What follows belongs to an exercise in optimizing a design on an open flow for small area; a production flow would make more cautious choices. The RTL was checked by simulation tests, not by an equivalence proof against the original design. No activity file was given, so power comes from the tool's default toggle rates.

<file path="flow/design.v">
module SID_channels(
	input [15:0] freq1,
	input [15:0] freq2,
	input [15:0] freq3,
	input [11:0] pw1,
	input [11:0] pw2,
	input [11:0] pw3,
	input [7:0] ctrl_reg1,
	input [7:0] ctrl_reg2,
	input [7:0] ctrl_reg3,
	input [7:0] atk_dec1,
	input [7:0] atk_dec2,
	input [7:0] atk_dec3,
	input [7:0] sus_rel1,
	input [7:0] sus_rel2,
	input [7:0] sus_rel3,
	input clk,
	input clk_enable,
	input rst,
	input [2:0] clk_div,
	output reg [11:0] sample1,
	output reg [11:0] sample2,
	output reg [11:0] sample3,
	output reg [7:0] ch3_env
);
wire [1:0] curr_channel = clk_div[2:1];
reg [15:0] curr_freq;
reg [11:0] curr_pw;
reg [7:0] curr_ctrl_reg;
reg [7:0] curr_atk_dec;
reg [7:0] curr_sus_rel;
always @(*) begin
	case(curr_channel)
		0: begin
			curr_freq = freq1;
			curr_pw = pw1;
			curr_ctrl_reg = ctrl_reg1;
			curr_atk_dec = atk_dec1;
			curr_sus_rel = sus_rel1;
		end
		1: begin
			curr_freq = freq2;
			curr_pw = pw2;
			curr_ctrl_reg = ctrl_reg2;
			curr_atk_dec = atk_dec2;
			curr_sus_rel = sus_rel2;
		end
		default: begin
			curr_freq = freq3;
			curr_pw = pw3;
			curr_ctrl_reg = ctrl_reg3;
			curr_atk_dec = atk_dec3;
			curr_sus_rel = sus_rel3;
		end
	endcase
end
wire noise    = curr_ctrl_reg[7];
wire square   = curr_ctrl_reg[6];
wire sawtooth = curr_ctrl_reg[5];
wire triangle = curr_ctrl_reg[4];
wire test     = curr_ctrl_reg[3];
wire ringm    = curr_ctrl_reg[2];
wire sync     = curr_ctrl_reg[1];
wire gate     = curr_ctrl_reg[0];
wire [3:0] attack  = curr_atk_dec[7:4];
wire [3:0] decay   = curr_atk_dec[3:0];
wire [3:0] sustain = curr_sus_rel[7:4];
wire [3:0] releas  = curr_sus_rel[3:0];
reg [22:0] lfsr0, lfsr1, lfsr2;
reg [23:0] accum0, accum1, accum2;
reg [7:0]  env0, env1, env2;
reg [4:0]  expc0, expc1, expc2;
reg [14:0] envc0, envc1, envc2;
reg [1:0]  adsr0, adsr1, adsr2;
reg [2:0]  expp0, expp1, expp2;
reg rf0, rf1, rf2;
wire [22:0] c_lfsr  = rf0 ? 23'h7fffff : lfsr0;
wire [23:0] c_accum = rf0 ? 24'h555555 : accum0;
wire [7:0]  c_env   = rf0 ? 8'h00 : env0;
wire [4:0]  c_expc  = rf0 ? 5'h00 : expc0;
wire [14:0] c_envc  = rf0 ? 15'h0000 : envc0;
wire [1:0]  c_adsr  = rf0 ? 'b11 : adsr0;
wire [2:0]  c_expp  = rf0 ? 3'd0 : expp0;
reg ring_out;
reg sync_out;
wire [23:0] accum_next;
rc_add #(24) accum_add(.a(c_accum), .b({8'h00, curr_freq}), .ci(1'b0), .s(accum_next), .co());
wire lfsr_next = (c_lfsr[22] ^ c_lfsr[17]) | test;
wire [7:0] noise_sample = {c_lfsr[20], c_lfsr[18], c_lfsr[14], c_lfsr[11], c_lfsr[9], c_lfsr[5], c_lfsr[2], c_lfsr[0]};
wire pulse_sample;
rc_add #(12) pulse_cmp(.a(c_accum[23:12]), .b(~curr_pw), .ci(1'b1), .s(), .co(pulse_sample));
wire [11:0] saw_sample = c_accum[23:12];
wire [11:0] triangle_sample = {c_accum[22:12], 1'b0} ^ {12{c_accum[23]}} ^ {12{ringm && ring_out}};
wire [11:0] osc_sample = 
	(sawtooth ? saw_sample : 12'hFFF) &
	(triangle ? triangle_sample : 12'hFFF) &
	(noise ? {noise_sample, 4'b0} : 12'hFFF);
wire [3:0] table_ptr = c_adsr == 'b01 ? attack : (c_adsr == 'b10 ? decay : releas);
reg [14:0] adsr_table;
always @(*) begin
	case(table_ptr)
	0:  adsr_table = 8;
	1:  adsr_table = 31;
	2:  adsr_table = 62;
	3:  adsr_table = 94;
	4:  adsr_table = 148;
	5:  adsr_table = 219;
	6:  adsr_table = 266;
	7:  adsr_table = 312;
	8:  adsr_table = 391;
	9:  adsr_table = 976;
	10: adsr_table = 1953;
	11: adsr_table = 3125;
	12: adsr_table = 3906;
	13: adsr_table = 11719;
	14: adsr_table = 19531;
	15: adsr_table = 31250;
	endcase
end
wire [12:0] mrow [0:7];
assign mrow[0] = {1'b0, osc_sample & {12{c_env[0]}}};
wire [7:0] mlow;
assign mlow[0] = mrow[0][0];
genvar mi;
generate
	for(mi = 1; mi < 8; mi = mi + 1) begin : mul_row
		rc_add #(12) row_add(.a(mrow[mi-1][12:1]), .b(osc_sample & {12{c_env[mi]}}), .ci(1'b0), .s(mrow[mi][11:0]), .co(mrow[mi][12]));
		assign mlow[mi] = mrow[mi][0];
	end
endgenerate
wire [19:0] mul_sample = {mrow[7][12:1], mlow} & {20{!square || pulse_sample}};
wire env_top = c_envc == adsr_table;
wire [23:0] n_accum = (sync && sync_out) || test ? 24'h0 : accum_next;
wire [22:0] n_lfsr = (!test && !c_accum[19] && accum_next[19]) ? {c_lfsr[21:0], lfsr_next} : c_lfsr;
reg [4:0] exp_period;
always @(*) begin
	case(c_expp)
		0: exp_period = 5'h01;
		1: exp_period = 5'h02;
		2: exp_period = 5'h04;
		3: exp_period = 5'h08;
		4: exp_period = 5'h10;
		default: exp_period = 5'h1E;
	endcase
end
wire [4:0] expc_inc;
rc_add #(5) expc_add(.a(c_expc), .b(5'h00), .ci(1'b1), .s(expc_inc), .co());
wire [4:0] n_expc = c_expc == exp_period ? 5'h0 : expc_inc;
wire [14:0] envc_inc;
rc_add #(15) envc_add(.a(c_envc), .b(15'h0000), .ci(1'b1), .s(envc_inc), .co());
wire [7:0] env_step;
rc_add #(8) env_add(.a(c_env), .b({{7{c_adsr != 'b01}}, 1'b1}), .ci(1'b0), .s(env_step), .co());
reg [14:0] n_envc;
reg [1:0] n_adsr;
reg [7:0] n_env;
always @(*) begin
	n_envc = c_envc;
	if(c_expc == 0 || c_adsr == 'b01) n_envc = envc_inc;
	if(env_top) n_envc = 0;
	n_adsr = c_adsr;
	if(!gate) n_adsr = 'b11;
	n_env = c_env;
	case(c_adsr)
		'b01: begin
			if(env_top) n_env = env_step;
			if(c_env == 255) n_adsr = 'b10;
		end
		'b10: begin
			if(env_top && c_env != {sustain, sustain}) n_env = env_step;
		end
		'b11: begin
			if(env_top && c_env != 0) n_env = env_step;
			if(gate) n_adsr = 'b01;
		end
		default: begin
		end
	endcase
end
reg [2:0] n_expp2;
always @(*) begin
	case(env2)
		8'hFF: n_expp2 = 3'd0;
		8'h5D: n_expp2 = 3'd1;
		8'h36: n_expp2 = 3'd2;
		8'h1A: n_expp2 = 3'd3;
		8'h0E: n_expp2 = 3'd4;
		8'h06: n_expp2 = 3'd5;
		8'h00: n_expp2 = 3'd0;
		default: n_expp2 = expp2;
	endcase
end
always @(*) begin
	case(clk_div)
		1, 2: ch3_env = rf1 ? 8'h00 : env1;
		3, 4: ch3_env = rf0 ? 8'h00 : env0;
		default: ch3_env = rf2 ? 8'h00 : env2;
	endcase
end
wire active = clk_enable && curr_channel != 3;
wire rotate = active && !clk_div[0];
wire upd_exp = active && clk_div[0];
always @(posedge clk) begin
	if(rst) begin
		rf0 <= 1; rf1 <= 1; rf2 <= 1;
		ring_out <= 0;
		sync_out <= 0;
		sample1 <= 0;
		sample2 <= 0;
		sample3 <= 0;
	end else begin
		if(rotate) begin
			rf0 <= rf1; rf1 <= rf2; rf2 <= 0;
			ring_out <= c_accum[23];
			sync_out <= !c_accum[23] && accum_next[23];
			case(curr_channel)
				0: sample1 <= mul_sample[19:8];
				1: sample2 <= mul_sample[19:8];
				default: sample3 <= mul_sample[19:8];
			endcase
		end
	end
end
always @(posedge clk) begin
	if(!rst) begin
		if(rotate) begin
			lfsr0 <= lfsr1; lfsr1 <= lfsr2; lfsr2 <= n_lfsr;
			accum0 <= accum1; accum1 <= accum2; accum2 <= n_accum;
			adsr0 <= adsr1; adsr1 <= adsr2; adsr2 <= n_adsr;
			expc0 <= expc1; expc1 <= expc2; expc2 <= n_expc;
			envc0 <= envc1; envc1 <= envc2; envc2 <= n_envc;
			env0 <= env1; env1 <= env2; env2 <= n_env;
			expp0 <= expp1; expp1 <= expp2; expp2 <= c_expp;
		end
		if(upd_exp) expp2 <= n_expp2;
	end
end
endmodule
module SID_filter(
	output [14:0] sample_out,
	input [11:0] sample_1,
	input [11:0] sample_2,
	input [11:0] sample_3,
	input [10:0] reg_fc,
	input [7:0] res_filt,
	input [7:0] mode_vol,
	input clk,
	input clk_enable,
	input rst,
	input [2:0] filter_step,
	output sample_ready
);
wire filt_1 = res_filt[0];
wire filt_2 = res_filt[1];
wire filt_3 = res_filt[2];
wire three_off = mode_vol[7];
wire hp = mode_vol[6];
wire bp = mode_vol[5];
wire lp = mode_vol[4];
reg [15:0] sample_acc;
assign sample_out = sample_acc[15:1];
reg [25:0] high;
reg [31:0] band;
reg [25:0] low;
reg [5:0]  digit_r;  
reg [5:0]  fc_lo;    
reg [4:0]  fc_hi;    
reg f2_c, f3_c;      
reg hp_c, lp_c, bp_c;
reg [25:0] acc;      
wire [2:0] st = filter_step;
reg [10:0] res_lut;
always @(*) begin
	case(res_filt[7:4])
		0: res_lut = 11'h5a8;
		1: res_lut = 11'h52b;
		2: res_lut = 11'h4c2;
		3: res_lut = 11'h468;
		4: res_lut = 11'h41b;
		5: res_lut = 11'h3d8;
		6: res_lut = 11'h39d;
		7: res_lut = 11'h368;
		8: res_lut = 11'h339;
		9: res_lut = 11'h30f;
		10: res_lut = 11'h2e9;
		11: res_lut = 11'h2c6;
		12: res_lut = 11'h2a7;
		13: res_lut = 11'h28a;
		14: res_lut = 11'h270;
		15: res_lut = 11'h257;
	endcase
end
wire [5:0] digit = st == 0 ? {1'b0, res_lut[10:6]} : digit_r;
wire second = st[0];
wire [31:0] mul_b = {band[31:26], st[2] ? high : band[25:0]};
wire [31:0] prod;
macc_6x32 macc(.d(digit), .b(mul_b), .acc(acc), .add_acc(second), .p(prod));
reg [11:0] filt_add;
always @(*) begin
	case(st[1:0])
		0: filt_add = filt_1 ? sample_1 : 12'h000;
		1: filt_add = f2_c ? sample_2 : 12'h000;
		default: filt_add = f3_c ? sample_3 : 12'h000;
	endcase
end
wire [25:0] filt_x = {13'h0000, filt_add, 1'b0};
wire [25:0] prod_term = {{14{acc[19]}}, acc[19:8]};
reg [25:0] sub_a, sub_b;
always @(*) begin
	case(st)
		0, 4: sub_a = low;
		2: sub_a = {{4{acc[25]}}, acc[25:4]};
		6: sub_a = band[25:0];
		default: sub_a = high;
	endcase
	case(st)
		0, 1: sub_b = filt_x;
		2: sub_b = ~high;
		3: sub_b = ~filt_x;
		default: sub_b = ~prod_term;
	endcase
end
wire [31:0] sub_out;
rc_add #(32) sub(.a({band[31:26], sub_a}), .b({{6{!(acc[19] && st == 6)}}, sub_b}), .ci(st[2] || st[1]), .s(sub_out), .co());
reg [15:0] acc_add;
always @(*) begin
	case(st)
		1: acc_add = {3'b000, sample_1, 1'b0};
		2: acc_add = {3'b000, sample_2, 1'b0};
		3: acc_add = {3'b000, sample_3, 1'b0};
		5: acc_add = high[15:0];
		default: acc_add = sub_out[15:0];
	endcase
end
wire [15:0] sample_acc_next;
rc_add #(16) sacc_add(.a(sample_acc), .b(acc_add), .ci(1'b0), .s(sample_acc_next), .co());
assign sample_ready = st == 0;
always @(posedge clk) begin
	if(rst) begin
		band        <= 0;
		low         <= 0;
	end else if(clk_enable) begin
		if(!(st[2] && st[1])) acc <= second ? prod[31:6] : prod[25:0];
		case(st)
			0: begin
				high <= sub_out[25:0];
				digit_r <= res_lut[5:0];
				f2_c <= filt_2;
				f3_c <= filt_3;
				sample_acc <= 16'h8000;
			end
			1: begin
				high <= sub_out[25:0];
				digit_r <= {1'b0, reg_fc[10:6]};
				fc_lo <= reg_fc[5:0];
				hp_c <= hp;
				if(!filt_1) sample_acc <= sample_acc_next;
			end
			2: begin
				high <= sub_out[25:0];
				digit_r <= fc_lo;
				fc_lo <= reg_fc[5:0];
				fc_hi <= reg_fc[10:6];
				lp_c <= lp;
				if(!filt_2) sample_acc <= sample_acc_next;
			end
			3: begin
				digit_r <= {1'b0, fc_hi};
				high <= sub_out[25:0];
				bp_c <= bp;
				if(!filt_3 && !three_off) sample_acc <= sample_acc_next;
			end
			4: begin
				digit_r <= fc_lo;
				low <= sub_out[25:0];
				if(lp_c) sample_acc <= sample_acc_next;
			end
			5: begin
				if(hp_c) sample_acc <= sample_acc_next;
			end
			6: begin
				band <= sub_out;
				if(bp_c) sample_acc <= sample_acc_next;
			end
		endcase
	end
end
endmodule
module macc_6x32(
	input [5:0] d,
	input [31:0] b,
	input [25:0] acc,
	input add_acc,
	output [31:0] p
);
wire [31:0] pp0 = b & {32{d[0]}};
wire [31:0] pp1 = {b[30:0], 1'b0} & {32{d[1]}};
wire [31:0] pp2 = {b[29:0], 2'b0} & {32{d[2]}};
wire [31:0] pp3 = {b[28:0], 3'b0} & {32{d[3]}};
wire [31:0] pp4 = {b[27:0], 4'b0} & {32{d[4]}};
wire [31:0] pp5 = {b[26:0], 5'b0} & {32{d[5]}};
wire [31:0] pa = {acc, 6'b0} & {32{add_acc}};
wire [31:0] s1, c1, s2, c2, s3, c3, s4, c4, s5, c5;
csa_32 l1a(.x(pp0), .y(pp1), .z(pp2), .s(s1), .c(c1));
csa_32 l1b(.x(pp3), .y(pp4), .z(pp5), .s(s2), .c(c2));
csa_32 l2(.x(s1), .y(c1), .z(pa), .s(s3), .c(c3));
csa_32 l3(.x(s2), .y(c2), .z(s3), .s(s4), .c(c4));
csa_32 l4(.x(s4), .y(c4), .z(c3), .s(s5), .c(c5));
cs_add #(32, 16) fin(.a(s5), .b(c5), .ci(1'b0), .s(p));
endmodule
module csa_32(
	input [31:0] x,
	input [31:0] y,
	input [31:0] z,
	output [31:0] s,
	output [31:0] c
);
assign s = x ^ y ^ z;
wire [31:0] m = (x & y) | (x & z) | (y & z);
assign c = {m[30:0], 1'b0};
endmodule
module cs_add #(parameter W = 32, parameter K = 16) (
	input [W-1:0] a,
	input [W-1:0] b,
	input ci,
	output [W-1:0] s
);
localparam NB = (W + K - 1) / K;
wire [NB:0] c;
assign c[0] = ci;
genvar i;
generate
	for(i = 0; i < NB; i = i + 1) begin : blk
		localparam LO = i * K;
		localparam N = (W - LO < K) ? W - LO : K;
		if(i == 0) begin : first
			rc_add #(N) add(.a(a[LO+N-1:LO]), .b(b[LO+N-1:LO]), .ci(c[0]), .s(s[LO+N-1:LO]), .co(c[1]));
		end else begin : sel
			wire [N-1:0] s0, s1;
			wire c0, c1;
			rc_add #(N) add0(.a(a[LO+N-1:LO]), .b(b[LO+N-1:LO]), .ci(1'b0), .s(s0), .co(c0));
			rc_add #(N) add1(.a(a[LO+N-1:LO]), .b(b[LO+N-1:LO]), .ci(1'b1), .s(s1), .co(c1));
			assign s[LO+N-1:LO] = c[i] ? s1 : s0;
			assign c[i+1] = c[i] ? c1 : c0;
		end
	end
endgenerate
endmodule
`default_nettype none
module spi_dac_i(
	input [11:0] sample_in_1,
	input [11:0] sample_in_2,
	input clk,
	input rst,
	output reg spi_le,
	output reg spi_clk,
	output reg spi_dat_1,
	output reg spi_dat_2,
	input sample_ready
);
reg [11:0] spi_dat_buff_0;
reg [11:0] spi_dat_buff_1;
reg [4:0] counter;
wire wait_st = counter[4] && counter[3];
wire [4:0] counter_inc;
rc_add #(5) counter_add(.a(counter), .b(5'b00000), .ci(1'b1), .s(counter_inc), .co());
always @(posedge clk) begin
	if(rst) begin
		spi_le <= 1;
		spi_clk <= 0;
		spi_dat_1 <= 0;
		spi_dat_2 <= 0;
		counter <= 0;
		spi_dat_buff_0 <= 0;
		spi_dat_buff_1 <= 0;
	end else begin
		spi_le <= !wait_st;
		spi_clk <= !wait_st && counter[0];
		if(wait_st) begin
			spi_dat_buff_0 <= sample_in_1;
			spi_dat_buff_1 <= sample_in_2;
			if(sample_ready) counter <= 0;
		end else begin
			counter <= counter_inc;
			if(!counter[0]) begin
				spi_dat_1 <= spi_dat_buff_0[11];
				spi_dat_2 <= spi_dat_buff_1[11];
				spi_dat_buff_0 <= {spi_dat_buff_0[10:0], 1'b0};
				spi_dat_buff_1 <= {spi_dat_buff_1[10:0], 1'b0};
			end
		end
	end
end
endmodule
/*verilator lint_off WIDTH*/
`default_nettype none
module tt_um_rejunity_sn76489 #( parameter CHANNEL_OUTPUT_BITS = 10,
                                 parameter MASTER_OUTPUT_BITS = 8,
                                 parameter SPI_MASTER_OUTPUT_BITS = 12
) (
    input clk,
    input rst,
    input [7:0] data,
    input we,
    output [SPI_MASTER_OUTPUT_BITS-1:0] spi_master,
    input clk_enable,
    input clk_master_strobe
);
    localparam NUM_TONES = 3;
    localparam NUM_NOISES = 1;
    localparam ATTENUATION_CONTROL_BITS = 4;
    localparam FREQUENCY_COUNTER_BITS = 10;
    localparam NOISE_CONTROL_BITS = 3;
    localparam NUM_CHANNELS = NUM_TONES + NUM_NOISES;    
    reg [ATTENUATION_CONTROL_BITS-1:0]  control_attn[NUM_CHANNELS-1:0];
    reg [FREQUENCY_COUNTER_BITS-1:0]    control_tone_freq[NUM_TONES-1:0];
    reg [NOISE_CONTROL_BITS-1:0]        control_noise[NUM_NOISES-1:0];
    reg [2:0] latch_control_reg;
    reg restart_noise;
    always @(posedge clk) begin
        if (rst) begin
            control_attn[0] <= 4'b1111;
            control_attn[1] <= 4'b1111;
            control_attn[2] <= 4'b1111;
            control_attn[3] <= 4'b1111;
            control_tone_freq[0] <= 1;
            control_tone_freq[1] <= 1;
            control_tone_freq[2] <= 1;
            control_noise[0] <= 3'b100;
            latch_control_reg <= 0;
            restart_noise <= 0;
        end else if(clk_enable) begin
            restart_noise <= 0;
            if (we) begin
                if (data[7] == 1'b1) begin
                    case(data[6:4])
                        3'b000 : control_tone_freq[0][3:0] <= data[3:0];
                        3'b010 : control_tone_freq[1][3:0] <= data[3:0];
                        3'b100 : control_tone_freq[2][3:0] <= data[3:0];
                        3'b110 : 
                            begin 
                                control_noise[0] <= data[2:0];
                                restart_noise <= 1;
                            end
                        3'b001 : control_attn[0] <= data[3:0];
                        3'b011 : control_attn[1] <= data[3:0];
                        3'b101 : control_attn[2] <= data[3:0];
                        3'b111 : control_attn[3] <= data[3:0];
                        default : begin end
                    endcase
                    latch_control_reg <= data[6:4];
                end else begin
                    case(latch_control_reg)
                        3'b000 : control_tone_freq[0][9:4] <= data[5:0];
                        3'b010 : control_tone_freq[1][9:4] <= data[5:0];
                        3'b100 : control_tone_freq[2][9:4] <= data[5:0];
                        3'b001 : control_attn[0] <= data[3:0];
                        3'b011 : control_attn[1] <= data[3:0];
                        3'b101 : control_attn[2] <= data[3:0];
                        3'b111 : control_attn[3] <= data[3:0];
                        default : begin end
                    endcase
                end
            end
        end
    end
    wire                           channels [NUM_CHANNELS-1:0];
    wire [CHANNEL_OUTPUT_BITS-1:0] volumes  [NUM_CHANNELS-1:0];
    genvar i;
    generate
        for (i = 0; i < NUM_TONES; i = i + 1) begin : tone
            tone #(.COUNTER_BITS(FREQUENCY_COUNTER_BITS)) gen (
                .clk(clk),
                .enable(clk_master_strobe),
                .reset(rst),
                .compare(control_tone_freq[i]),
                .out(channels[i])
                );
        end
        for (i = 0; i < NUM_NOISES; i = i + 1) begin : noise
            noise #(.COUNTER_BITS(FREQUENCY_COUNTER_BITS)) gen (
                .clk(clk),
                .enable(clk_master_strobe),
                .reset(rst),
                .restart_noise(restart_noise),
                .control(control_noise[i]),
                .driven_by_tone(channels[NUM_TONES-1]),  
                .out(channels[NUM_TONES+i])
                );
        end
        for (i = 0; i < NUM_CHANNELS; i = i + 1) begin : chan
            attenuation #(.VOLUME_BITS(CHANNEL_OUTPUT_BITS)) attenuation (
                .in(channels[i]),
                .control(control_attn[i]),
                .out(volumes[i])
                );
        end
    endgenerate
    wire [10:0] vol01, vol23;
    rc_add #(10) vol01_add(.a(volumes[0]), .b(volumes[1]), .ci(1'b0), .s(vol01[9:0]), .co(vol01[10]));
    rc_add #(10) vol23_add(.a(volumes[2]), .b(volumes[3]), .ci(1'b0), .s(vol23[9:0]), .co(vol23[10]));
    rc_add #(11) vol_add(.a(vol01), .b(vol23), .ci(1'b0), .s(spi_master[10:0]), .co(spi_master[11]));
endmodule
module attenuation #( parameter CONTROL_BITS = 4, parameter VOLUME_BITS = 14 ) (
    input  wire in,
    input  wire [CONTROL_BITS-1:0] control,
    output reg  [VOLUME_BITS-1:0] out
);
    always @(*) begin
        case(in ? control : 15)  
            0:  out = 1023;
            1:  out = 812;
            2:  out = 645;
            3:  out = 512;
            4:  out = 407;
            5:  out = 323;
            6:  out = 256;
            7:  out = 204;
            8:  out = 162;
            9:  out = 128;
            10: out = 102;
            11: out = 81;
            12: out = 64;
            13: out = 51;
            14: out = 40;
                default:
                    out = 0;
        endcase
    end
endmodule
/*verilator lint_off WIDTH*/
module noise #( parameter LFSR_BITS = 15, LFSR_TAP0 = 0, LFSR_TAP1 = 1, parameter COUNTER_BITS = 10 ) (
    input  wire clk,
    input  wire enable,
    input  wire reset,
    input  wire restart_noise,
    input  wire [2:0] control,
    input  wire driven_by_tone,
    output wire  out
);
    localparam SHIFT_RATE_0 = 16;  
    localparam SHIFT_RATE_1 = 32;  
    localparam SHIFT_RATE_2 = 64;  
    localparam SHIFT_RATE_MAX = SHIFT_RATE_2;
    wire is_white_noise = control[2];
    reg trigger;
    always @(*) begin
        case(control[1:0])
            2'b00:  trigger = counter[$clog2(SHIFT_RATE_0)];
            2'b01:  trigger = counter[$clog2(SHIFT_RATE_1)];
            2'b10:  trigger = counter[$clog2(SHIFT_RATE_2)];
            2'b11:  trigger = driven_by_tone;
        endcase
    end
    reg [$clog2(SHIFT_RATE_MAX):0] counter;
    wire [$clog2(SHIFT_RATE_MAX):0] counter_inc;
    rc_add #($clog2(SHIFT_RATE_MAX)+1) counter_add(.a(counter), .b({($clog2(SHIFT_RATE_MAX)+1){1'b0}}), .ci(1'b1), .s(counter_inc), .co());
    always @(posedge clk) begin
        if (reset)
            counter <= 0;
        else
            if (enable)
                counter <= counter_inc;
    end
    wire trigger_edge;
    signal_edge signal_edge(
        .clk(clk),
        .reset(reset),
        .signal(trigger),
        .on_posedge(trigger_edge)
    );
    wire reset_lfsr = reset | restart_noise;
    reg [LFSR_BITS-1:0] lfsr;
    always @(posedge clk) begin
        if (reset_lfsr)
            lfsr <= 1'b1 << (LFSR_BITS-1);
        else begin
            if (trigger_edge) begin
                if (is_white_noise) begin
                    lfsr <= {lfsr[LFSR_TAP0] ^ lfsr[LFSR_TAP1], lfsr[LFSR_BITS-1:1]};
                end else begin
                    lfsr <= {lfsr[LFSR_TAP0]                  , lfsr[LFSR_BITS-1:1]};
                end
            end
        end
    end
    assign out = lfsr[0];
endmodule
module signal_edge(
    input  wire clk,
    input  wire reset,
    input  wire signal,
    output wire on_posedge,
    output wire on_negedge,
    output wire on_edge
);
    reg previous_signal_state_0;
    reg previous_signal_state_1;
    always @(posedge clk) begin
        if (reset) begin
            previous_signal_state_0 <= 0;  
            previous_signal_state_1 <= 1;  
        end else begin
            previous_signal_state_0 <= signal;
            previous_signal_state_1 <= signal;
        end
    end
    assign on_edge    = on_posedge | on_negedge;
    assign on_posedge = (previous_signal_state_0 != signal &&  signal);
    assign on_negedge = (previous_signal_state_1 != signal && !signal);
endmodule
module tone #( parameter COUNTER_BITS = 10 ) (
    input  wire clk,
    input  wire enable,
    input  wire reset,
    input  wire [COUNTER_BITS-1:0]  compare,
    output wire out
);
    reg [COUNTER_BITS-1:0] counter;
    reg state;
    wire [COUNTER_BITS-1:0] counter_dec;
    rc_add #(COUNTER_BITS) counter_sub(.a(counter), .b({COUNTER_BITS{1'b1}}), .ci(1'b0), .s(counter_dec), .co());
    always @(posedge clk) begin
        if (reset) begin
            counter <= 1;
            state <= 0;
        end else begin
            if (enable) begin
                if (counter == 1) begin
                    counter <= compare;          
                    state <= ~state;             
                end else begin
                    counter <= counter_dec;
                end
             end
        end
    end
    assign out = state;
endmodule
`default_nettype none
module sid_top(
	output DAC_clk,
	output DAC_le,
	output DAC_dat_1,
	output DAC_dat_2,
	input [5:0] addr,
	input [7:0] bus_in,
	output reg [7:0] bus_out,
	input bus_cyc,
	input bus_we,
	input clk,
	input rst
);
reg [7:0] read_res;
always @(*) begin
	case(addr)
		default: read_res = 8'h00;
		0: read_res = freq_1[7:0];
		1: read_res = freq_1[15:8];
		2: read_res = pw_1[7:0];
		3: read_res = {4'h0, pw_1[11:8]};
		4: read_res = ctrl_1;
		5: read_res = atk_dec_1;
		6: read_res = sus_rel_1;
		7: read_res = freq_2[7:0];
		8: read_res = freq_2[15:8];
		9: read_res = pw_2[7:0];
		10: read_res = {4'h0, pw_2[11:8]};
		11: read_res = ctrl_2;
		12: read_res = atk_dec_2;
		13: read_res = sus_rel_2;
		14: read_res = freq_3[7:0];
		15: read_res = freq_3[15:8];
		16: read_res = pw_3[7:0];
		17: read_res = {4'h0, pw_3[11:8]};
		18: read_res = ctrl_3;
		19: read_res = atk_dec_3;
		20: read_res = sus_rel_3;
		21: read_res = {5'h00, fc[2:0]};
		22: read_res = fc[10:3];
		23: read_res = res_filt;
		24: read_res = mode_vol;
		25: read_res = {6'h20, clk_trg};
		27: read_res = sample_3[11:4];
		28: read_res = ch3_env;
	endcase
end
reg [15:0] freq_1;
reg [11:0] pw_1;
reg [7:0]  ctrl_1;
reg [7:0]  atk_dec_1;
reg [7:0]  sus_rel_1;
reg [15:0] freq_2;
reg [11:0] pw_2;
reg [7:0]  ctrl_2;
reg [7:0]  atk_dec_2;
reg [7:0]  sus_rel_2;
reg [15:0] freq_3;
reg [11:0] pw_3;
reg [7:0]  ctrl_3;
reg [7:0]  atk_dec_3;
reg [7:0]  sus_rel_3;
reg [10:0] fc;
reg [7:0]  res_filt;
reg [7:0]  mode_vol;
wire [11:0] sample_1;
wire [11:0] sample_2;
wire [11:0] sample_3;
wire [7:0] ch3_env;
reg [1:0] clk_ctr;
reg [1:0] clk_trg;
reg [4:0] step_ctr;
wire enable = clk_trg == 0 || clk_ctr == clk_trg;
wire [1:0] clk_ctr_inc;
wire [4:0] step_ctr_inc;
rc_add #(2) clk_ctr_add(.a(clk_ctr), .b(2'b00), .ci(1'b1), .s(clk_ctr_inc), .co());
rc_add #(5) step_ctr_add(.a(step_ctr), .b(5'b00000), .ci(1'b1), .s(step_ctr_inc), .co());
always @(posedge clk) begin
    if(rst) begin
        clk_ctr   <= 0;
        clk_trg   <= 0;
        step_ctr  <= 0;
        freq_1    <= 0;
        pw_1      <= 12'h800;
        ctrl_1    <= 0;
        atk_dec_1 <= 0;
        sus_rel_1 <= 0;
        freq_2    <= 0;
        pw_2      <= 12'h800;
        ctrl_2    <= 0;
        atk_dec_2 <= 0;
        sus_rel_2 <= 0;
        freq_3    <= 0;
        pw_3      <= 12'h800;
        ctrl_3    <= 0;
        atk_dec_3 <= 0;
        sus_rel_3 <= 0;
        fc        <= 0;
        res_filt  <= 0;
        mode_vol  <= 0;
        bus_out   <= 0;
    end else begin
        if(enable) clk_ctr <= 0;
        else clk_ctr <= clk_ctr_inc;
        if(enable) step_ctr <= step_ctr_inc;
        if(bus_cyc) bus_out <= read_res;
        if(bus_cyc && bus_we) begin
            case(addr)
                0:  freq_1[7:0]  <= bus_in;
                1:  freq_1[15:8] <= bus_in;
                2:  pw_1[7:0]    <= bus_in;
                3:  pw_1[11:8]   <= bus_in[3:0];
                4:  ctrl_1       <= bus_in;
                5:  atk_dec_1    <= bus_in;
                6:  sus_rel_1    <= bus_in;
                7:  freq_2[7:0]  <= bus_in;
                8:  freq_2[15:8] <= bus_in;
                9:  pw_2[7:0]    <= bus_in;
                10: pw_2[11:8]   <= bus_in[3:0];
                11: ctrl_2       <= bus_in;
                12: atk_dec_2    <= bus_in;
                13: sus_rel_2    <= bus_in;
                14: freq_3[7:0]  <= bus_in;
                15: freq_3[15:8] <= bus_in;
                16: pw_3[7:0]    <= bus_in;
                17: pw_3[11:8]   <= bus_in[3:0];
                18: ctrl_3       <= bus_in;
                19: atk_dec_3    <= bus_in;
                20: sus_rel_3    <= bus_in;
                21: fc[2:0]      <= bus_in[2:0];
                22: fc[10:3]     <= bus_in;
                23: res_filt     <= bus_in;
                24: mode_vol     <= bus_in;
                25: clk_trg      <= bus_in[1:0];
                default: begin
                end
            endcase
        end
    end
end
SID_channels channels(
    .freq1(freq_1),
    .freq2(freq_2),
    .freq3(freq_3),
    .pw1(pw_1),
    .pw2(pw_2),
    .pw3(pw_3),
    .ctrl_reg1(ctrl_1),
    .ctrl_reg2(ctrl_2),
    .ctrl_reg3(ctrl_3),
    .atk_dec1(atk_dec_1),
    .atk_dec2(atk_dec_2),
    .atk_dec3(atk_dec_3),
    .sus_rel1(sus_rel_1),
    .sus_rel2(sus_rel_2),
    .sus_rel3(sus_rel_3),
    .clk(clk),
    .clk_enable(enable),
    .rst(rst),
    .clk_div(step_ctr[2:0]),
    .sample1(sample_1),
    .sample2(sample_2),
    .sample3(sample_3),
    .ch3_env(ch3_env)
);
wire [14:0] full_sample_1;
wire sample_ready;
SID_filter filters(
    .sample_out(full_sample_1),
    .sample_1(sample_1),
    .sample_2(sample_2),
    .sample_3(sample_3),
    .reg_fc(fc),
    .res_filt(res_filt),
    .mode_vol(mode_vol),
    .clk(clk),
    .clk_enable(enable),
    .rst(rst),
    .filter_step(step_ctr[2:0]),
    .sample_ready(sample_ready)
);
wire [11:0] full_sample_2;
spi_dac_i spi_dac_i(
    .sample_in_1(full_sample_1[14:3]),
    .sample_in_2(full_sample_2),
    .clk(clk),
    .rst(rst),
    .spi_le(DAC_le),
    .spi_clk(DAC_clk),
    .spi_dat_1(DAC_dat_1),
    .spi_dat_2(DAC_dat_2),
    .sample_ready(sample_ready)
);
tt_um_rejunity_sn76489 tt_um_rejunity_sn76489(
    .clk(clk),
    .rst(rst),
    .data(bus_in),
    .we(bus_cyc && bus_we && addr == 31),
    .spi_master(full_sample_2),
    .clk_enable(enable),
    .clk_master_strobe(step_ctr == 0)
);
endmodule
module rc_add #(parameter W = 8) (
	input [W-1:0] a,
	input [W-1:0] b,
	input ci,
	output [W-1:0] s,
	output co
);
wire [W:0] c;
assign c[0] = ci;
genvar i;
generate
	for(i = 0; i < W; i = i + 1) begin : bit_
		assign s[i] = a[i] ^ b[i] ^ c[i];
		assign c[i+1] = (a[i] & b[i]) | (c[i] & (a[i] ^ b[i]));
	end
endgenerate
assign co = c[W];
endmodule
</file>
<file path="flow/flow/run.sh">
#!/bin/bash
# The standard layout, with two changes:
# - clock tree synthesis adds no dummy loads (cells that only balance the clock
#   tree) and uses small leaf buffers;
# - the buffer that every input and output port gets is the smallest buffer cell
#   rather than a delay buffer (the resizer may still upsize it).
set -euo pipefail
export CTS_ARGS="-sink_clustering_enable -repair_clock_nets -dont_use_dummy_load -buf_list sky130_fd_sc_hd__clkbuf_4 -sink_clustering_size 9 -sink_clustering_max_diameter 45"
export BUFFER_PORTS_ARGS="-buffer_cell sky130_fd_sc_hd__buf_1"
bash standard.sh > standard_flow.log 2>&1
</file>
<file path="flow/standard.sh">
#!/bin/bash
# synth_recipe.tcl (not shown) runs the flow's synth.tcl, then flattens the netlist and writes it again
# the make line also repeats each setting of config.mk as NAME=value (left out here)
make -C /OpenROAD-flow-scripts/flow DESIGN_CONFIG=/design/flow/config.mk WORK_HOME=/design/flow/orfs CLKGATE_MAP_FILE= SYNTH_SCRIPT=/design/flow/synth_recipe.tcl "${@:-finish}"
</file>
<file path="flow/config.mk">
export PLATFORM = sky130hd
export DESIGN_NAME = sid_top
export DESIGN_NICKNAME = sid_top
export VERILOG_FILES = /design/flow/design.v
export SDC_FILE = /design/flow/constraint.sdc
export NUM_CORES = 4
export LEC_CHECK = 0
export ABC_AREA = 1
export CAP_MARGIN = 20
export CORE_MARGIN = 2
export CORE_UTILIZATION = 40
export SLEW_MARGIN = 20
</file>
<file path="flow/constraint.sdc">
create_clock -name core_clock -period 15.0 [get_ports {clk}]
set_input_delay 3.0000 -clock core_clock [delete_from_list [all_inputs] [get_ports {clk}]]
set_output_delay 3.0000 -clock core_clock [all_outputs]
set_load 0.01 [all_outputs]
</file>
==> impl_metrics.sql <==
INSERT INTO impl_metrics (metric_group, metric, value, unit) VALUES
('finish', 'reg_top3', 'filters.band: 32 flops, tt_um_rejunity_sn76489.control_tone_freq: 30 flops, tt_um_rejunity_sn76489.tone.gen.counter: 30 flops', ''),
('finish', 'drive_above_1_share', '0.05423', ''),
('sta', 'slew_headroom', '0.2311', ''),
('placement', 'pre_cts_slack', '327.0', 'ps'),
('sta', 'tns', '0', 'ps'),
('critical_path', 'worstPathMaxFanout', '13', ''),
('clock_tree', 'ctsHoldBuffers', '0', ''),
('power_and_ir_drop', 'power_per_cell_area', '110.9', 'mW/mm2'),
('sta', 'fin_ws', '721.9', 'ps'),
('synthesis', 'synth-seq-area-share', '0.4112', ''),
('finish', 'regMostFlops', 'filters.band', ''),
('synthesis', 'synth-edff-count', '330', ''),
('critical_path', 'critical_path_buf_inv_count', '10', ''),
('floorplanning', 'die-height', '343.5', 'um'),
('synthesis', 'ys.flop_type', 'dfxtp_1', ''),
('global_routing', 'grt_first_pass_wirelength', '212.3', 'mm'),
('floorplanning', 'i_o_pin_count', '30', ''),
('finish', 'synthToLayoutAreaGrowth', '5.559', '%'),
('critical_path', 'critical_setup_path_kind', 'reg -> reg', ''),
('drt', 'final_antenna_net_count', '0', ''),
('critical_path', 'critPathRequiredTime', '15680', 'ps'),
('critical_path', 'critPathSlowestCell', 'fa_1', ''),
('clock_tree', 'cts-htree-levels', '3', ''),
('sta', 'final.period_utilization', '0.9519', ''),
('sta', 'post-route-min-period', '14280', 'ps'),
('power_and_ir_drop', 'total_leakage_power', '20.18', 'nW'),
('critical_path', 'startpoint_type_of_the_worst_setup_path', 'flop', ''),
('sta', 'setup_viol_count_final', '0', ''),
('critical_path', 'cpPeakStageDelay', '480', 'ps'),
('drt', 'first_iteration_detailed_routing_drc_count', '3554', ''),
('job', 'drv_cap', '0', ''),
('clock_tree', 'ctsRootBufferMaster', 'clkbuf_4', ''),
('clock_tree', 'worst_skew_pair.late_latency', '1040', 'ps'),
('power_and_ir_drop', 'total_power', '5.399', 'mW'),
('global_routing', 'grt_max_degree', '168', ''),
('synthesis', 'synth.avg_cell_area', '8.567', 'um2'),
('floorplanning', 'core.rowCount', '124', ''),
('finish', 'number_of_flip_flops_in_the_largest_register', '32', ''),
('clock_tree', 'cts_tree', 'yes', ''),
('sta', 'final-max-slew-violation-count', '0', ''),
('global_routing', 'global_route.overflow_total', '0', ''),
('clock_tree', 'clk_pin_slew', '100', 'ps'),
('drt', 'route.final.wire_length', '137.4', 'mm'),
('synthesis', 'cell_area_after_synthesis', '0.04610', 'mm2'),
('placement', 'detailed_place_hpwl', '99.07', 'mm'),
('drt', 'routedWlPerCell', '20.02', 'um'),
('floorplanning', 'core_area', '0.1143', 'mm2'),
('synthesis', 'synth_cells', '5381', ''),
('placement', 'port_buffers', '29', ''),
('critical_path', 'cpLargestDelayFamily', 'adder cells', ''),
('global_routing', 'vias_in_the_first_global_route', '35525', ''),
('clock_tree', 'numCtsBuffers', '117', ''),
('sta', 'final.setup_skew', '128.3', 'ps'),
('synthesis', 'number_of_different_library_cells_in_the_post_synthesis_netlist', '67', ''),
('synthesis', 'postSynthNetCount', '5855', ''),
('hold_path', 'hp-class', 'reg -> reg', ''),
('floorplanning', 'die_area', '0.1180', 'mm2'),
('placement', 'finalWeightedCongestion', '0.9921', ''),
('synthesis', 'synth_seq_cells', '782', ''),
('clock_tree', 'clk_path_buf_depth', '3', ''),
('global_routing', 'groute.usage.overall', '0.2314', ''),
('drt', 'dr_total_vias', '37497', ''),
('drt', 'vias_cell', '5.464', ''),
('floorplanning', 'fp.dieW', '343.5', 'um'),
('drt', 'number_of_remaining_drc_errors', '0', ''),
('sta', 'worst_pin_slew', '1139', 'ps'),
('critical_path', 'critPathArrivalTime', '14960', 'ps'),
('sta', 'rsz0062_at_grt', 'false', ''),
('critical_path', 'worstSetupEndpointType', 'flop', ''),
('run_status', 'status', 'no timing/DRC/antenna violations', ''),
('synthesis', 'ys_async_sr_fraction', '0', ''),
('power_and_ir_drop', 'power.ir.vdd_worst', '0.00007253', 'V'),
('global_routing', 'grt_antenna_before_repair', '3', ''),
('finish', 'final_util', '0.4256', ''),
('floorplanning', 'start_util', '0.4032', ''),
('clock_tree', 'tritoncts_num_sinks', '782', ''),
('sta', 'clock.fmax', '0.07004', 'GHz'),
('critical_path', 'cell_mode_on_critical_path', 'fa_1', ''),
('drt', 'drt_pass1_iterations', '8', ''),
('synthesis', 'yosysWarningCount', '15', ''),
('sta', 'report.final.hold_viol_count', '0', ''),
('finish', 'layout.nets', '5824', '');
per-stage QoR:
stage                     instance area, um2  hold WS, ps  std cells
after floorplan                        46100        400.3       5381
after global placement                 47710        400.2       6740
after detailed placement               47710        404.5       6740
after CTS                              48590        298.8       6857
after global routing                   48660        293.7       6861
final                                  48660        319.1       6862
path summary, 6_finish.rpt:
check | from | endpoint | slack, ps | cells past startpoint
setup / recovery | step_ctr[0] | filters.acc[25] | 720 | 52
hold / removal | channels.accum1[16] | channels.accum0[16] | 320 | 0
setup reg to reg | step_ctr[0] | filters.acc[25] | 720 | 52
hold reg to reg | channels.accum1[16] | channels.accum0[16] | 320 | 0
routing by layer:
metal | vias to the layer above | routed length, um | track usage
li1 | 17696 | - | -
met1 | 17954 | 60200 | 0.3257
met2 | 1502 | 60940 | 0.3544
met3 | 343 | 9895 | 0.03570
met4 | 2 | 6327 | 0.09834
met5 | - | 13 | 0
synthesized netlist by cell type (9+ instances only):
| library cell | number | share of area |
|---|---|---|
| or2_2 | 37 | 0.0050 |
| ha_1 | 128 | 0.035 |
| dfxtp_1 | 452 | 0.20 |
| nor2_1 | 589 | 0.048 |
| clkbuf_1 | 220 | 0.018 |
| o211ai_1 | 69 | 0.011 |
| fa_1 | 328 | 0.14 |
| a21oi_1 | 415 | 0.045 |
| o21ai_1 | 28 | 0.0030 |
| o21ai_0 | 549 | 0.060 |
| clkinv_1 | 12 | 0.00098 |
| xor2_1 | 22 | 0.0042 |
| xnor2_1 | 9 | 0.0017 |
| a221oi_1 | 41 | 0.0078 |
| o2111ai_1 | 26 | 0.0049 |
| nand4_1 | 43 | 0.0058 |
| o221ai_1 | 44 | 0.0084 |
| o22ai_1 | 63 | 0.0085 |
| nand3_1 | 168 | 0.018 |
| a22oi_1 | 14 | 0.0023 |
| buf_1 | 22 | 0.0018 |
| inv_2 | 9 | 0.00073 |
| inv_1 | 787 | 0.064 |
| nor3_1 | 31 | 0.0034 |
| nand2_1 | 830 | 0.068 |
| edfxtp_1 | 330 | 0.21 |
cells in the final DEF, fill, tap and decap left out, types with 9 or more instances in the layout:
cell,count
clkinv_1,12
xnor2_1,9
o221ai_1,44
dfxtp_1,449
clkbuf_4,117
nand2_1,830
ha_1,128
buf_4,72
o21ai_1,26
fa_1,328
o2111ai_1,26
nor2_1,582
o211ai_1,69
nor2_2,9
nor3_1,27
o22ai_1,63
a221oi_1,41
nand3_1,168
a21oi_1,415
or2_2,37
xor2_1,22
o21ai_0,547
nand4_1,43
buf_1,28
edfxtp_1,330
a22oi_1,14
inv_1,786
cell families (layout without fill, tap and decap cells):
group,count (synthesis),count (layout),synth area share
other cells,0,2,0
mux,1,1,0.0002171
fa+ha+maj,456,456,0.1772
xor+xnor,31,31,0.005890
buf+inv,1063,1030,0.08794
simple gates,1731,1731,0.1543
compound gates,1317,1317,0.1633
flops,782,782,0.4112
layout make-up:
type / instances / area [um2]
Tap cell: 1512 / 1892
Multi-Input combinational cell: 3536 / 23180
Fill cell: 11458 / 65680
Timing Repair Buffer: 103 / 681.9
Clock buffer: 117 / 878.3
Sequential cell: 782 / 18960
Inverter: 810 / 3058
Antenna cell: 2 / 5.005
power breakdown:
| group | internal (mW) | switching, mW | total, mW |
|---|---|---|---|
| clock | 0.353 | 0.732 | 1.08 |
| combinational | 0.572 | 1.15 | 1.72 |
| sequential | 2.47 | 0.122 | 2.59 |
what timing repair did:
| item | 4_1_cts | 5_1_grt |
|---|---|---|
| resized for setup | 0 | 9 |
| buffers inserted | 0 | 3 |
| setup endpoints to repair | 0 | 1 |

## what the ideal ports hide
In the flow no input, the clock included, has a driving cell. The finished layout below was timed again as built, in two steps. Step 1, drivers: a clkbuf_16 drives clk and a buf_2 each remaining input, both assumed. Step 2 adds t to the input delays and takes it off the output delays; t is the mean of the earliest and latest rising clock arrival at the registers after step 1. Input paths then give back, and output paths get back, about the clock's delay inside the block. Slacks: ideal ports / drivers / drivers and shift; pairs: ideal ports / drivers.
t, ns: 1.042
setup WS [ns]: 0.722 / 0.722 / 0.722
latest minus earliest clock arrival (ns): 0.132 / 0.132
After both steps setup and hold are still met in this run. The setup slack of this run moves by 0.000 ns with the drivers and by 0.000 ns with both steps.
